This design comes from an exercise in tuning for small area and a short achievable clock period on the open sky130 flow, not from production work. Power figures rest on the tool's default switching activity, not on a simulated workload.

## finalproject
module finalproject #(
    parameter CLK_FREQ_HZ = 8_000,
    parameter SCAN_RATE   = 1000
)(
    input  wire        CLK,
    input  wire        RST_N,
    input  wire [3:0]  ROWS,
    output wire [3:0]  COLS,
    output wire [7:0]  HEX0,
    output wire [7:0]  HEX1,
    output wire [7:0]  HEX2,
    output wire [9:0]  LEDS,
    output wire [7:0]  DBG
);
Size: about 650 cells after synthesis, roughly 95 flip-flops, about 52 I/O pins.
clock: 10.0 ns
lec_check: 0
abc_area: 1
cap_margin: 20
core_margin: 2
core_utilization: 40
slew_margin: 20
standard.sh (not shown) runs the stock make flow with config.mk's settings and CLKGATE_MAP_FILE= SYNTH_SCRIPT=/design/flow/synth_recipe.tcl, a recipe that flattens the netlist after the stock synthesis.
==> flow/flow/run.sh <==
#!/bin/bash
# Own flow: the standard layout (standard.sh, unchanged synthesis,
# floorplan, power grid, placement, CTS and routing), with two changes:
#  - the port buffers are plain buffers instead of the delay cells that
#    buffer_ports picks by default;
#  - setup repair aims at a margin below the clock period.
# Each tool's full output stays in orfs/logs; make's output goes to
# standard.log in this folder.
set -euo pipefail
bash standard.sh \
  "BUFFER_PORTS_ARGS=-buffer_cell sky130_fd_sc_hd__buf_2" \
  SETUP_SLACK_MARGIN=7 \
  finish > standard.log 2>&1
The baseline finished with timing, DRC and antenna clean.
Then changed:
--- a/flow/design.v
+++ b/flow/design.v
@@ -104,58 +104,58 @@
     wire [6:0] nv  = two ? x10 : {3'b000, code};
     localparam [9:0] LFSR_SEED = 10'h001;
     localparam [9:0] LFSR_END  = 10'h2d3;
     wire [9:0] lfsr_nx = {lfsr[8:0], lfsr[9] ^ lfsr[6]};
     always @(posedge CLK)
         lfsr <= work ? LFSR_SEED : lfsr_nx;
     localparam S_IDLE = 3'd0, S_WAIT = 3'd1, S_START = 3'd2, S_LOOP = 3'd3,
                S_FIX = 3'd4, S_CONV = 3'd5, S_SEG = 3'd6;
     reg [7:0] R, Q;
-    reg       c, qc, qz;
+    reg       c, qc, eqf;
     reg [2:0] st;
+    wire op_add = (op == 3'd1);
     wire op_sub = (op == 3'd2);
     wire op_mul = (op == 3'd3);
     wire op_div = (op == 3'd4);
     wire k0 = (cnt == 3'd0);
     wire k7 = (cnt == 3'd7);
     wire [7:0] opa8 = {1'b0, opa};
     wire [7:0] opb8 = {1'b0, opb};
     wire ab = opa8[cnt];
     wire bb = opb8[cnt];
     wire tb = (cnt == 3'd1) | (cnt == 3'd3);                  
     wire eb = (cnt == 3'd1) | (cnt == 3'd2) | (cnt == 3'd3);   
     wire bz  = (opb == 7'd0);
     wire err = op_div & bz;
-    wire ld  = ~op_mul;    
+    wire ld  = op_add | op_sub | op_div;
     wire in_conv = (st == S_CONV);
     wire sub = in_conv | op_sub | op_div;
     wire rb  = R[0];
     wire qb  = Q[0];
     wire yb  = (in_conv ? tb : bb) ^ sub;
     wire cin = k0 ? sub : c;
     wire sb  = rb ^ yb ^ cin;
     wire cout = (rb & yb) | (cin & (rb ^ yb));
-    wire qx  = (st == S_START) ? ~ab : qb;
     wire qcin = k0 | qc;
-    wire qs  = qx ^ qcin;
+    wire qs  = qb ^ qcin;
     reg nbR, nbQ;
     always @(*) begin
         case (st)
             S_START: begin
                 nbR = err ? eb : (ld & ab);
-                nbQ = err ? eb : (ld | qs);
+                nbQ = err ? eb : ld;
             end
             S_LOOP, S_CONV: begin
                 nbR = sb;
                 nbQ = qs;
             end
             S_FIX: begin
-                nbR = op_div & qb;
+                nbR = op_div ? qb : (op_mul & rb);
                 nbQ = 1'b0;
             end
             default: begin
                 nbR = rb;
                 nbQ = qb;
             end
         endcase
         if (k7) begin
             nbR = 1'b0;
@@ -166,31 +166,31 @@
     wire q9   = Q[4] & Q[1];
     wire [2:0] s_cs = (ge10 & ~q9) ? S_CONV : S_SEG;
     wire [3:0] units = {R[2], R[1], R[0], R[7]};       
     wire [3:0] s0   = (st == S_SEG) ? Q[4:1] : (k_eq ? (units & {4{opsel}}) : code);
     wire [6:0] seg0 = seg(s0);
     reg [2:0] st_n;
     always @(*) begin
         case (st)
             S_WAIT:  st_n = S_START;
-            S_START: st_n = err ? S_SEG : ((ld | ~qz) ? S_LOOP : s_cs);
-            S_LOOP:  st_n = op_mul ? (qz ? s_cs : S_LOOP) :
+            S_START: st_n = err ? S_SEG : ((ld | (op_mul & ~eqf)) ? S_LOOP : s_cs);
+            S_LOOP:  st_n = op_mul ? (eqf ? S_FIX : S_LOOP) :
                             op_div ? (c ? S_LOOP : S_FIX) :
                             op_sub ? (c ? s_cs : S_FIX) : s_cs;
             S_FIX:   st_n = s_cs;
             S_CONV:  st_n = s_cs;
             default: st_n = S_IDLE;
         endcase
     end
     always @(posedge CLK) begin
         c   <= cout;
-        qc  <= qcin & qx;
-        qz  <= (k0 | qz) & ~nbQ;             
+        qc  <= qcin & qb;
+        eqf <= (k0 | eqf) & ~(nbQ ^ ab);
         R   <= {nbR, R[7:1]};
         if ((st == S_SEG) & k7) Q <= {1'b0, seg0};
         else Q <= {nbQ, Q[7:1]};
     end
     always @(posedge CLK or negedge RST_N) begin
         if (!RST_N) st <= S_IDLE;
         else if (w_dig | w_op) st <= S_WAIT;
         else if (k7) st <= st_n;
     end
Result:
- The changed run passed the timing, design-rule and antenna checks
- clock power increases by 12%
- worst setup slack gets better by 19 ps
- register-to-register slack gets worse by 70 ps
- wire length decreases by 4.3%
- via count decreases by about 2%
- first-iteration DRC count decreases by 22%
- cell count decreases by about 1.5%
- power increases by about 35%
- utilization increases by 0.38 points
- global-route usage decreases by 0.21 points
No functional check of the RTL was part of any run of this note.

The RTL this note starts from:
==> flow/design.v <==
module finalproject #(
    parameter CLK_FREQ_HZ = 8_000,
    parameter SCAN_RATE   = 1000
)(
    input  wire        CLK,
    input  wire        RST_N,
    input  wire [3:0]  ROWS,
    output wire [3:0]  COLS,
    output wire [7:0]  HEX0,
    output wire [7:0]  HEX1,
    output wire [7:0]  HEX2,
    output wire [9:0]  LEDS,
    output wire [7:0]  DBG
);
    reg [2:0] cnt;
    reg       tick;        
    reg       started;     
    reg [3:0] colsx;       
    assign COLS = colsx ^ 4'b1110;
    always @(posedge CLK or negedge RST_N) begin
        if (!RST_N) begin
            cnt   <= 3'd0;
            tick  <= 1'b0;
            started <= 1'b0;
            colsx <= 4'b0000;
        end else begin
            cnt  <= cnt + 3'd1;
            tick <= (cnt == 3'd7);
            if (tick) begin
                started <= 1'b1;
                if (started) colsx <= {COLS[2:0], COLS[3]} ^ 4'b1110;
            end
        end
    end
    wire one_row = (ROWS == 4'b1110) | (ROWS == 4'b1101) |
                   (ROWS == 4'b1011) | (ROWS == 4'b0111);
    wire [1:0] cidx = {~COLS[3] | ~COLS[2], ~COLS[3] | ~COLS[1]};
    wire [1:0] ridx = {~ROWS[3] | ~ROWS[2], ~ROWS[3] | ~ROWS[1]};
    reg [3:0] kcode;
    always @(*) begin
        case ({cidx, ridx})
            4'b00_00: kcode = 4'd1;  4'b00_01: kcode = 4'd4;
            4'b00_10: kcode = 4'd7;  4'b00_11: kcode = 4'hE;
            4'b01_00: kcode = 4'd2;  4'b01_01: kcode = 4'd5;
            4'b01_10: kcode = 4'd8;  4'b01_11: kcode = 4'd0;
            4'b10_00: kcode = 4'd3;  4'b10_01: kcode = 4'd6;
            4'b10_10: kcode = 4'd9;  4'b10_11: kcode = 4'hF;
            4'b11_00: kcode = 4'hA;  4'b11_01: kcode = 4'hB;
            4'b11_10: kcode = 4'hC;  default:  kcode = 4'hD;
        endcase
    end
    reg [3:0] code;        
    reg       kev;         
    reg       busy;        
    always @(posedge CLK) code <= kcode;
    always @(posedge CLK or negedge RST_N) begin
        if (!RST_N) begin
            kev  <= 1'b0;
            busy <= 1'b0;
        end else begin
            kev <= tick & ~busy & one_row;
            if (tick) busy <= (ROWS != 4'b1111);
        end
    end
    wire k_clr   = (code == 4'hE);
    wire k_eq    = (code == 4'hF);
    wire k_op    = code[3] & (code[2] ^ code[1]);
    wire k_digit = ~code[3] | ~(code[2] | code[1]);
    function [6:0] seg;
        input [3:0] v;
        begin
            seg[0] = (v[0] & ~v[1] & ~v[2] & ~v[3]) | (v[0] & ~v[1] & v[2] & v[3]) | (~v[0] & ~v[1] & v[2] & ~v[3]) | (v[0] & v[1] & ~v[2] & v[3]);
            seg[1] = (~v[0] & v[2] & v[3]) | (v[0] & ~v[1] & v[2] & ~v[3]) | (~v[0] & v[1] & v[2]) | (v[0] & v[1] & v[3]);
            seg[2] = (~v[0] & v[1] & ~v[2] & ~v[3]) | (v[1] & v[2] & v[3]) | (~v[0] & v[2] & v[3]);
            seg[3] = (v[0] & ~v[1] & ~v[2] & ~v[3]) | (~v[0] & ~v[1] & v[2] & ~v[3]) | (~v[0] & v[1] & ~v[2] & v[3]) | (v[0] & v[1] & v[2]);
            seg[4] = (v[0] & ~v[3]) | (~v[1] & v[2] & ~v[3]) | (v[0] & ~v[1] & ~v[2]);
            seg[5] = (v[0] & ~v[1] & v[2] & v[3]) | (v[1] & ~v[2] & ~v[3]) | (v[0] & ~v[2] & ~v[3]) | (v[0] & v[1] & ~v[3]);
            seg[6] = (~v[0] & ~v[1] & v[2] & v[3]) | (v[0] & v[1] & v[2] & ~v[3]) | (~v[1] & ~v[2] & ~v[3]);
        end
    endfunction
    reg [6:0] opa;
    reg [7:0] opbr;
    reg [2:0] op;
    reg       done;
    reg       nfirst_op;   
    wire      first_op = ~nfirst_op;
    wire      opsel = nfirst_op;
    reg [1:0] dcnt;
    reg [3:0] last_key;
    reg       nready;      
    wire      ready = ~nready;
    reg [6:0] nh0, nh1, nh2;
    wire [6:0] hex0 = nh0 ^ 7'b1000000;
    wire [6:0] hex1 = ~nh1;
    wire [6:0] hex2 = ~nh2;
    reg [9:0] lfsr;
    wire acc   = kev & ready;
    wire work  = acc & ~k_clr & ~done;      
    wire w_dig = work & k_digit;
    wire w_op  = work & k_op;
    wire w_eq  = work & k_eq;
    wire w_clr = acc & k_clr;
    wire       two = (dcnt == 2'd1);
    wire [6:0] x10 = {last_key, 3'b000} + {2'b00, last_key, 1'b0} + {3'b000, code};
    wire [6:0] nv  = two ? x10 : {3'b000, code};
    localparam [9:0] LFSR_SEED = 10'h001;
    localparam [9:0] LFSR_END  = 10'h2d3;
    wire [9:0] lfsr_nx = {lfsr[8:0], lfsr[9] ^ lfsr[6]};
    always @(posedge CLK)
        lfsr <= work ? LFSR_SEED : lfsr_nx;
    localparam S_IDLE = 3'd0, S_WAIT = 3'd1, S_START = 3'd2, S_LOOP = 3'd3,
               S_FIX = 3'd4, S_CONV = 3'd5, S_SEG = 3'd6;
    reg [7:0] R, Q;
    reg       c, qc, eqf;
    reg [2:0] st;
    wire op_sub = (op == 3'd2);
    wire op_mul = (op == 3'd3);
    wire op_div = (op == 3'd4);
    wire k0 = (cnt == 3'd0);
    wire k7 = (cnt == 3'd7);
    wire [7:0] opa8 = {1'b0, opa};
    wire ab = opa8[cnt];
    wire bb = opbr[0];
    wire tb = (cnt == 3'd1) | (cnt == 3'd3);                  
    wire eb = (cnt == 3'd1) | (cnt == 3'd2) | (cnt == 3'd3);   
    wire bz  = (opbr == 8'd0);
    wire err = op_div & bz;
    wire ld  = ~op_mul;    
    wire in_conv = (st == S_CONV);
    wire sub = in_conv | op_sub | op_div;
    wire rb  = R[0];
    wire qb  = Q[0];
    wire yb  = (in_conv ? tb : bb) ^ sub;
    wire cin = k0 ? sub : c;
    wire sb  = rb ^ yb ^ cin;
    wire cout = (rb & yb) | (cin & (rb ^ yb));
    wire qcin = k0 | qc;
    wire qs  = qb ^ qcin;
    reg nbR, nbQ;
    always @(*) begin
        case (st)
            S_START: begin
                nbR = err ? eb : (ld & ab);
                nbQ = err ? eb : ld;
            end
            S_LOOP, S_CONV: begin
                nbR = sb;
                nbQ = qs;
            end
            S_FIX: begin
                nbR = op_div ? qb : (op_mul & rb);
                nbQ = 1'b0;
            end
            default: begin
                nbR = rb;
                nbQ = qb;
            end
        endcase
        if (k7) begin
            nbR = 1'b0;
            nbQ = 1'b0;
        end
    end
    wire ge10 = R[7] | R[6] | R[5] | (R[4] & (R[3] | R[2]));
    wire q9   = Q[4] & Q[1];
    wire [2:0] s_cs = (ge10 & ~q9) ? S_CONV : S_SEG;
    wire [3:0] units = {R[2], R[1], R[0], R[7]};       
    wire [3:0] s0   = (st == S_SEG) ? Q[4:1] : (k_eq ? (units & {4{opsel}}) : code);
    wire [6:0] seg0 = seg(s0);
    reg [2:0] st_n;
    always @(*) begin
        case (st)
            S_WAIT:  st_n = S_START;
            S_START: st_n = err ? S_SEG : ((ld | ~eqf) ? S_LOOP : s_cs);
            S_LOOP:  st_n = op_mul ? (eqf ? S_FIX : S_LOOP) :
                            op_div ? (c ? S_LOOP : S_FIX) :
                            op_sub ? (c ? s_cs : S_FIX) : s_cs;
            S_FIX:   st_n = s_cs;
            S_CONV:  st_n = s_cs;
            default: st_n = S_IDLE;
        endcase
    end
    always @(posedge CLK) begin
        c   <= cout;
        qc  <= qcin & qb;
        eqf <= (k0 | eqf) & ~(nbQ ^ ab);
        R   <= {nbR, R[7:1]};
        if ((st == S_SEG) & k7) Q <= {1'b0, seg0};
        else Q <= {nbQ, Q[7:1]};
    end
    always @(posedge CLK or negedge RST_N) begin
        if (!RST_N) st <= S_IDLE;
        else if (w_dig | w_op) st <= S_WAIT;
        else if (k7) st <= st_n;
    end
    wire [2:0] op_n   = w_clr ? 3'd0 : (w_op ? code[2:0] - 3'd1 : op);
    wire       done_n = ~w_clr & (done | w_eq);
    always @(posedge CLK or negedge RST_N) begin
        if (!RST_N) begin
            opa <= 0; opbr <= 0; op <= 0; done <= 0;
            nfirst_op <= 0; dcnt <= 0; last_key <= 0; nready <= 0;
            nh0 <= 7'd0; nh1 <= 7'd0; nh2 <= 7'd0;
        end else begin
            if (work) nready <= 1'b1;
            else if (lfsr == LFSR_END && cnt == 3'd2) nready <= 1'b0;
            if (acc) last_key <= code;
            if (w_clr | (w_dig & first_op)) opa <= w_clr ? 7'd0 : nv;
            if (w_clr) opbr <= 8'd0;
            else if (w_dig & ~first_op) opbr <= {nv[1:0], 1'b0, nv[6:2]};
            else opbr <= {opbr[0], opbr[7:1]};
            op <= op_n;
            done <= done_n;
            if (w_clr | w_op) nfirst_op <= ~w_clr;
            if (w_clr | w_op | w_dig) dcnt <= w_dig ? (two ? 2'd2 : 2'd1) : 2'd0;
            if (w_clr) nh0 <= (7'b1000000) ^ 7'b1000000;
            else if (w_dig | w_eq) nh0 <= (seg0) ^ 7'b1000000;
            if (w_eq) nh1 <= ~(opsel ? {Q[5:0], Q[7]} : 7'b1000000);
            else if (w_dig & two) nh1 <= ~(hex0);
            else if (w_clr | w_op | w_dig) nh1 <= ~(7'b1111111);
            if (w_clr) nh2 <= ~(7'b1111111);
            else if (w_op)
                case (code[2:0])
                    3'b010:  nh2 <= ~(7'b0001000);     
                    3'b011:  nh2 <= ~(7'b0000011);     
                    3'b100:  nh2 <= ~(7'b1000110);     
                    default: nh2 <= ~(7'b0100001);     
                endcase
            else if (w_eq & ~opsel) nh2 <= ~(7'b0001110);   
        end
    end
    assign HEX0 = {1'b1, hex0};
    assign HEX1 = {1'b1, hex1};
    assign HEX2 = {1'b1, hex2};
    assign LEDS = {done, opsel, first_op, dcnt, ready, last_key};
    assign DBG  = {op, done, opa[3:0]};
endmodule
Settings: LEC_CHECK=0, ABC_AREA=1, CAP_MARGIN=20, CORE_MARGIN=2, CORE_UTILIZATION=40, SLEW_MARGIN=20; clock period 10.0 ns.
==> flow/flow/run.sh <==
#!/bin/bash
# Own flow: the standard layout (standard.sh, unchanged synthesis,
# floorplan, power grid, placement, CTS and routing), with two changes:
#  - the port buffers are plain buffers instead of the delay cells that
#    buffer_ports picks by default;
#  - setup repair aims at a margin below the clock period.
# Each tool's full output stays in orfs/logs; make's output goes to
# standard.log in this folder.
set -euo pipefail
bash standard.sh \
  "BUFFER_PORTS_ARGS=-buffer_cell sky130_fd_sc_hd__buf_1" \
  SETUP_SLACK_MARGIN=7 \
  finish > standard.log 2>&1
Rerun with:
--- a/flow/design.v
+++ b/flow/design.v
@@ -14,21 +14,21 @@
 );
     reg [2:0] cnt;
     reg       tick;        
-    reg       started;     
+    reg       first;       
     reg [3:0] colsx;       
     assign COLS = colsx ^ 4'b1110;
     always @(posedge CLK or negedge RST_N) begin
         if (!RST_N) begin
             cnt   <= 3'd0;
             tick  <= 1'b0;
-            started <= 1'b0;
+            first <= 1'b1;
             colsx <= 4'b0000;
         end else begin
             cnt  <= cnt + 3'd1;
             tick <= (cnt == 3'd7);
             if (tick) begin
-                started <= 1'b1;
-                if (started) colsx <= {COLS[2:0], COLS[3]} ^ 4'b1110;
+                first <= 1'b0;
+                if (!first) colsx <= {COLS[2:0], COLS[3]} ^ 4'b1110;
             end
         end
     end
@@ -51,15 +51,15 @@
     end
     reg [3:0] code;        
     reg       kev;         
-    reg       busy;        
+    reg       idle;        
     always @(posedge CLK) code <= kcode;
     always @(posedge CLK or negedge RST_N) begin
         if (!RST_N) begin
             kev  <= 1'b0;
-            busy <= 1'b0;
+            idle <= 1'b1;
         end else begin
-            kev <= tick & ~busy & one_row;
-            if (tick) busy <= (ROWS != 4'b1111);
+            kev <= tick & idle & one_row;
+            if (tick) idle <= (ROWS == 4'b1111);
         end
     end
     wire k_clr   = (code == 4'hE);
@@ -78,13 +78,12 @@
             seg[6] = (~v[0] & ~v[1] & v[2] & v[3]) | (v[0] & v[1] & v[2] & ~v[3]) | (~v[1] & ~v[2] & ~v[3]);
         end
     endfunction
-    reg [6:0] opa;
-    reg [7:0] opbr;
+    reg [6:0] opa, opb;
     reg [2:0] op;
+    reg       opsel;
     reg       done;
     reg       nfirst_op;   
     wire      first_op = ~nfirst_op;
-    wire      opsel = nfirst_op;
     reg [1:0] dcnt;
     reg [3:0] last_key;
     reg       nready;      
@@ -119,11 +118,12 @@
     wire k0 = (cnt == 3'd0);
     wire k7 = (cnt == 3'd7);
     wire [7:0] opa8 = {1'b0, opa};
+    wire [7:0] opb8 = {1'b0, opb};
     wire ab = opa8[cnt];
-    wire bb = opbr[0];
+    wire bb = opb8[cnt];
     wire tb = (cnt == 3'd1) | (cnt == 3'd3);                  
     wire eb = (cnt == 3'd1) | (cnt == 3'd2) | (cnt == 3'd3);   
-    wire bz  = (opbr == 8'd0);
+    wire bz  = (opb == 7'd0);
     wire err = op_div & bz;
     wire ld  = ~op_mul;    
     wire in_conv = (st == S_CONV);
@@ -156,10 +156,6 @@
                 nbQ = qb;
             end
         endcase
-        if (k7) begin
-            nbR = 1'b0;
-            nbQ = 1'b0;
-        end
     end
     wire ge10 = R[7] | R[6] | R[5] | (R[4] & (R[3] | R[2]));
     wire q9   = Q[4] & Q[1];
@@ -197,7 +193,7 @@
     wire       done_n = ~w_clr & (done | w_eq);
     always @(posedge CLK or negedge RST_N) begin
         if (!RST_N) begin
-            opa <= 0; opbr <= 0; op <= 0; done <= 0;
+            opa <= 0; opb <= 0; op <= 0; opsel <= 0; done <= 0;
             nfirst_op <= 0; dcnt <= 0; last_key <= 0; nready <= 0;
             nh0 <= 7'd0; nh1 <= 7'd0; nh2 <= 7'd0;
         end else begin
@@ -205,11 +201,10 @@
             else if (lfsr == LFSR_END && cnt == 3'd2) nready <= 1'b0;
             if (acc) last_key <= code;
             if (w_clr | (w_dig & first_op)) opa <= w_clr ? 7'd0 : nv;
-            if (w_clr) opbr <= 8'd0;
-            else if (w_dig & ~first_op) opbr <= {nv[1:0], 1'b0, nv[6:2]};
-            else opbr <= {opbr[0], opbr[7:1]};
+            if (w_clr | (w_dig & ~first_op)) opb <= w_clr ? 7'd0 : nv;
             op <= op_n;
             done <= done_n;
+            if (w_clr | w_op) opsel <= w_op;
             if (w_clr | w_op) nfirst_op <= ~w_clr;
             if (w_clr | w_op | w_dig) dcnt <= w_dig ? (two ? 2'd2 : 2'd1) : 2'd0;
             if (w_clr) nh0 <= (7'b1000000) ^ 7'b1000000;
The changed run went through all stages and came out clean.
Via count falls by about 0.32%.
Sequential power came out higher by about 1%.
Combinational power came out lower by about 7%.
Die area goes down by about 0.9%.
Setup slack gains 0.060 ns.
Total power goes up by about 1.1%.
Synthesized cell count came out lower by about 0.9%.
Final area stays flat.
Synthesized area fell by 0.90%.
Maximum frequency went up by about 2%.
Clock power came out higher by about 7%.
No functional check of the RTL was part of any run of this note.

[afterwards: timing with drivers on the ports]
In the flow no input, the clock included, has a driving cell. The finished layouts below were timed again as built, in two steps. Step 1, drivers: a clkbuf_16 drives CLK and a buf_2 each remaining input, both assumed. Step 2 times the ports against the registers' clock, not the clock port: input delays grow and output delays shrink by t, the midpoint of the rising clock arrivals with the driver on. a / b / c = ideal ports / drivers / drivers and shift; a / b = the first two.
run | t (ns) | setup slack, ns | worst register clock-pin slew, ns
the first run of note 1 | 0.379 | 7.037 / 6.997 / 7.196 | 0.07 / 0.07
the second run of note 1 | 0.378 | 7.056 / 7.019 / 7.153 | 0.07 / 0.07
the first run of note 2 | 0.383 | 6.970 / 6.934 / 7.005 | 0.07 / 0.07
the second run of note 2 | 0.377 | 7.031 / 6.994 / 7.042 | 0.07 / 0.07
After both steps setup and hold are still met in every run listed. The worst setup slack also covers recovery checks on asynchronous resets.
